Background: an optimization exercise with open tools, aiming at small area and a short achievable clock period. Do not read the settings as production practice. At most, simulation tests tie the RTL to the original design; equivalence was not proved.

==> flow/design.v <==
module dpram (
    clK,
    wr_EN,
    wr_LO,
    wr_HI,
    wr_DATA,
    rd_LO,
    rd_HI,
    rd_DATA
    );
    parameter DATA = 16;
    parameter ADDR = 5;
    localparam DEPTH = 1 << ADDR;
    localparam GROUPS = DEPTH / 4;
    input  wire              clK;
    input  wire              wr_EN;
    input  wire [3:0]        wr_LO;
    input  wire [GROUPS-1:0] wr_HI;
    input  wire [DATA-1:0]   wr_DATA;
    input  wire [3:0]        rd_LO;
    input  wire [GROUPS-1:0] rd_HI;
    output reg  [DATA-1:0]   rd_DATA;
    reg  [DATA*DEPTH-1:0] Memory;
    wire [DATA*DEPTH-1:0] Memory_nxt;
    wire [DATA-1:0]       rd_mux;
    wire [DEPTH-1:0]      rd_SELn;      
    genvar r, b;
    generate
        for (r = 0; r < DEPTH; r = r + 1) begin : row
            wire we   = wr_EN & wr_LO[r % 4] & wr_HI[r / 4];
            wire hold = ~we;
            assign rd_SELn[r] = ~(rd_LO[r % 4] & rd_HI[r / 4]);
            for (b = 0; b < DATA; b = b + 1) begin : bt
                dpram_wbit wbit (
                    .we(we),
                    .hold(hold),
                    .d(wr_DATA[b]),
                    .q(Memory[r*DATA + b]),
                    .nxt(Memory_nxt[r*DATA + b])
                    );
            end
        end
        for (b = 0; b < DATA; b = b + 1) begin : col
            wire [DEPTH-1:0] bits;
            for (r = 0; r < DEPTH; r = r + 1) begin : pick
                assign bits[r] = Memory[r*DATA + b];
            end
            dpram_rcol #(.DEPTH(DEPTH)) rcol (
                .bits(bits),
                .seln(rd_SELn),
                .y(rd_mux[b])
                );
        end
    endgenerate
    always @(posedge clK) begin
        Memory  <= Memory_nxt;
        rd_DATA <= rd_mux;
    end
endmodule
module dpram_wbit (we, hold, d, q, nxt);
    input  wire we;
    input  wire hold;
    input  wire d;
    input  wire q;
    output wire nxt;
    assign nxt = (d & we) | (q & hold);
endmodule
module dpram_rcol (bits, seln, y);
    parameter DEPTH = 32;
    input  wire [DEPTH-1:0] bits;
    input  wire [DEPTH-1:0] seln;
    output wire             y;
    assign y = &(bits | seln);
endmodule
module fifo (
    clK,
    fifo_WR,
    fifo_IN,
    fifo_RD,
    fifo_OUT,
    rsT,
    statuS
    );
    parameter DATA = 16;
    parameter ADDR = 5;
    localparam DEPTH = 1 << ADDR;
    localparam GROUPS = DEPTH / 4;
    input clK;
    input  wire              fifo_WR;
    input  wire [DATA-1:0]   fifo_IN;
    input  wire              fifo_RD;
    output wire [DATA-1:0]   fifo_OUT;
    input  wire              rsT;
    output wire [1:0]        statuS;
    reg         [3:0]        Write_Lo;
    reg         [GROUPS-1:0] Write_Hi;
    reg         [3:0]        Read_Lo;
    reg         [GROUPS-1:0] Read_Hi;
    reg         [1:0]        Diff;
    dpram #(.DATA(DATA), .ADDR(ADDR)) Fifomem (
        .clK(clK),
        .wr_EN(fifo_WR),
        .wr_LO(Write_Lo),
        .wr_HI(Write_Hi),
        .wr_DATA(fifo_IN),
        .rd_LO(Read_Lo),
        .rd_HI(Read_Hi),
        .rd_DATA(fifo_OUT)
        );
    assign statuS = Diff;
    always @(posedge clK) begin
        if (rsT) begin
            Write_Lo <= 4'b0001;
            Write_Hi <= {{(GROUPS-1){1'b0}}, 1'b1};
            Read_Lo  <= 4'b0001;
            Read_Hi  <= {{(GROUPS-1){1'b0}}, 1'b1};
            Diff     <= 0;
        end
        else begin
            if (fifo_WR) begin
                Write_Lo <= {Write_Lo[2:0], Write_Lo[3]};
                if (Write_Lo[3])
                    Write_Hi <= {Write_Hi[GROUPS-2:0], Write_Hi[GROUPS-1]};
            end
            if (fifo_RD) begin
                Read_Lo <= {Read_Lo[2:0], Read_Lo[3]};
                if (Read_Lo[3])
                    Read_Hi <= {Read_Hi[GROUPS-2:0], Read_Hi[GROUPS-1]};
            end
            if (fifo_WR & ~fifo_RD)
                Diff <= Diff + 1'b1;
            else if (fifo_RD & ~fifo_WR)
                Diff <= Diff - 1'b1;
        end
    end
endmodule
clock: 3.0 ns
lec_check: 0
cap_margin: 20
core_margin: 2
core_utilization: 65
setup_slack_margin: 1.3
slew_margin: 20
synth_hierarchical: 1
run.sh (not shown) runs the stock make flow with config.mk's settings and CLKGATE_MAP_FILE= SYNTH_SCRIPT=/design/flow/synth_recipe.tcl, a recipe that flattens the netlist after the stock synthesis.
Edit:
==> flow/design.v (replaced) <==
module dpram (
    clK,
    wr_EN,
    wr_ADDR,
    wr_DATA,
    rd_SELn,
    rd_DATA
    );
    parameter DATA = 16;
    parameter ADDR = 5;
    localparam DEPTH = 1 << ADDR;
    input  wire              clK;
    input  wire              wr_EN;
    input  wire [ADDR-1:0]   wr_ADDR;
    input  wire [DATA-1:0]   wr_DATA;
    input  wire [DEPTH-1:0]  rd_SELn;
    output reg  [DATA-1:0]   rd_DATA;
    reg  [DATA*DEPTH-1:0] Memory;
    wire [DATA*DEPTH-1:0] Memory_nxt;
    wire [DATA-1:0]       rd_mux;
    genvar r, b;
    generate
        for (r = 0; r < DEPTH; r = r + 1) begin : row
            wire we = wr_EN & (wr_ADDR == r);
            for (b = 0; b < DATA; b = b + 1) begin : bt
                dpram_wbit wbit (
                    .we(we),
                    .hold(~we),
                    .d(wr_DATA[b]),
                    .q(Memory[r*DATA + b]),
                    .nxt(Memory_nxt[r*DATA + b])
                    );
            end
        end
        for (b = 0; b < DATA; b = b + 1) begin : col
            wire [DEPTH-1:0] bits;
            for (r = 0; r < DEPTH; r = r + 1) begin : pick
                assign bits[r] = Memory[r*DATA + b];
            end
            dpram_rcol #(.DEPTH(DEPTH)) rcol (
                .bits(bits),
                .seln(rd_SELn),
                .y(rd_mux[b])
                );
        end
    endgenerate
    always @(posedge clK) begin
        Memory  <= Memory_nxt;
        rd_DATA <= rd_mux;
    end
endmodule
module dpram_wbit (we, hold, d, q, nxt);
    input  wire we;
    input  wire hold;
    input  wire d;
    input  wire q;
    output wire nxt;
    assign nxt = (d & we) | (q & hold);
endmodule
module dpram_rcol (bits, seln, y);
    parameter DEPTH = 32;
    input  wire [DEPTH-1:0] bits;
    input  wire [DEPTH-1:0] seln;
    output wire             y;
    assign y = &(bits | seln);
endmodule
module fifo (
    clK,
    fifo_WR,
    fifo_IN,
    fifo_RD,
    fifo_OUT,
    rsT,
    statuS
    );
    parameter DATA = 16;
    parameter ADDR = 5;
    localparam DEPTH = 1 << ADDR;
    input clK;
    input  wire              fifo_WR;
    input  wire [DATA-1:0]   fifo_IN;
    input  wire              fifo_RD;
    output wire [DATA-1:0]   fifo_OUT;
    input  wire              rsT;
    output wire [1:0]        statuS;
    reg         [ADDR-1:0]   Address_In;
    reg         [DEPTH-1:0]  Read_Sel_n;    
    reg         [1:0]        Diff;
    dpram #(.DATA(DATA), .ADDR(ADDR)) Fifomem (
        .clK(clK),
        .wr_EN(fifo_WR),
        .wr_ADDR(Address_In),
        .wr_DATA(fifo_IN),
        .rd_SELn(Read_Sel_n),
        .rd_DATA(fifo_OUT)
        );
    assign statuS = Diff;
    always @(posedge clK) begin
        if (rsT) begin
            Address_In <= 0;
            Read_Sel_n <= {{(DEPTH-1){1'b1}}, 1'b0};
            Diff       <= 0;
        end
        else begin
            if (fifo_WR)
                Address_In <= Address_In + 1'b1;
            if (fifo_RD)
                Read_Sel_n <= {Read_Sel_n[DEPTH-2:0], Read_Sel_n[DEPTH-1]};
            if (fifo_WR & ~fifo_RD)
                Diff <= Diff + 1'b1;
            else if (fifo_RD & ~fifo_WR)
                Diff <= Diff - 1'b1;
        end
    end
endmodule
Effect: Cell area goes up by 5.7%. Global-route usage increases by 2.0 points. Routed wire length goes up by 5.5%. Count of clock-buffer cells in the layout grows by 2. Cell count rises by 4.6%.
No functional check of the RTL was part of the second run of this note.

## static timing again, ports no longer ideal
The results above use ideal ports. As a check the final layouts listed here were re-extracted and re-timed, cells and wires unchanged.
Step 1 sets driving cells, clkbuf_16 on the clock port and buf_2 on the other inputs (assumed; they add their load-dependent delay and slew).
Step 2, shift: input delay + t, output delay - t, t = (earliest + latest rising clock arrival at the registers) / 2. This alone moves slack from input paths to output paths.
a / b / c = ideal ports / drivers / drivers and shift; a / b = the first two.
run | t (ns) | setup WS [ns] | worst hold slack (ns) | cell pins on the clock port's net
the first run | 0.625 | 1.207 / 1.207 / 0.753 | 0.474 / 0.459 / 0.474 | 1
the second run | 0.625 | 1.309 / 1.286 / 0.790 | 0.474 / 0.474 / 0.474 | 1
After both steps every run listed still meets setup and hold. For the second run, which loses most, drivers alone change the setup slack by -0.023 ns; drivers and shift together by -0.519 ns.
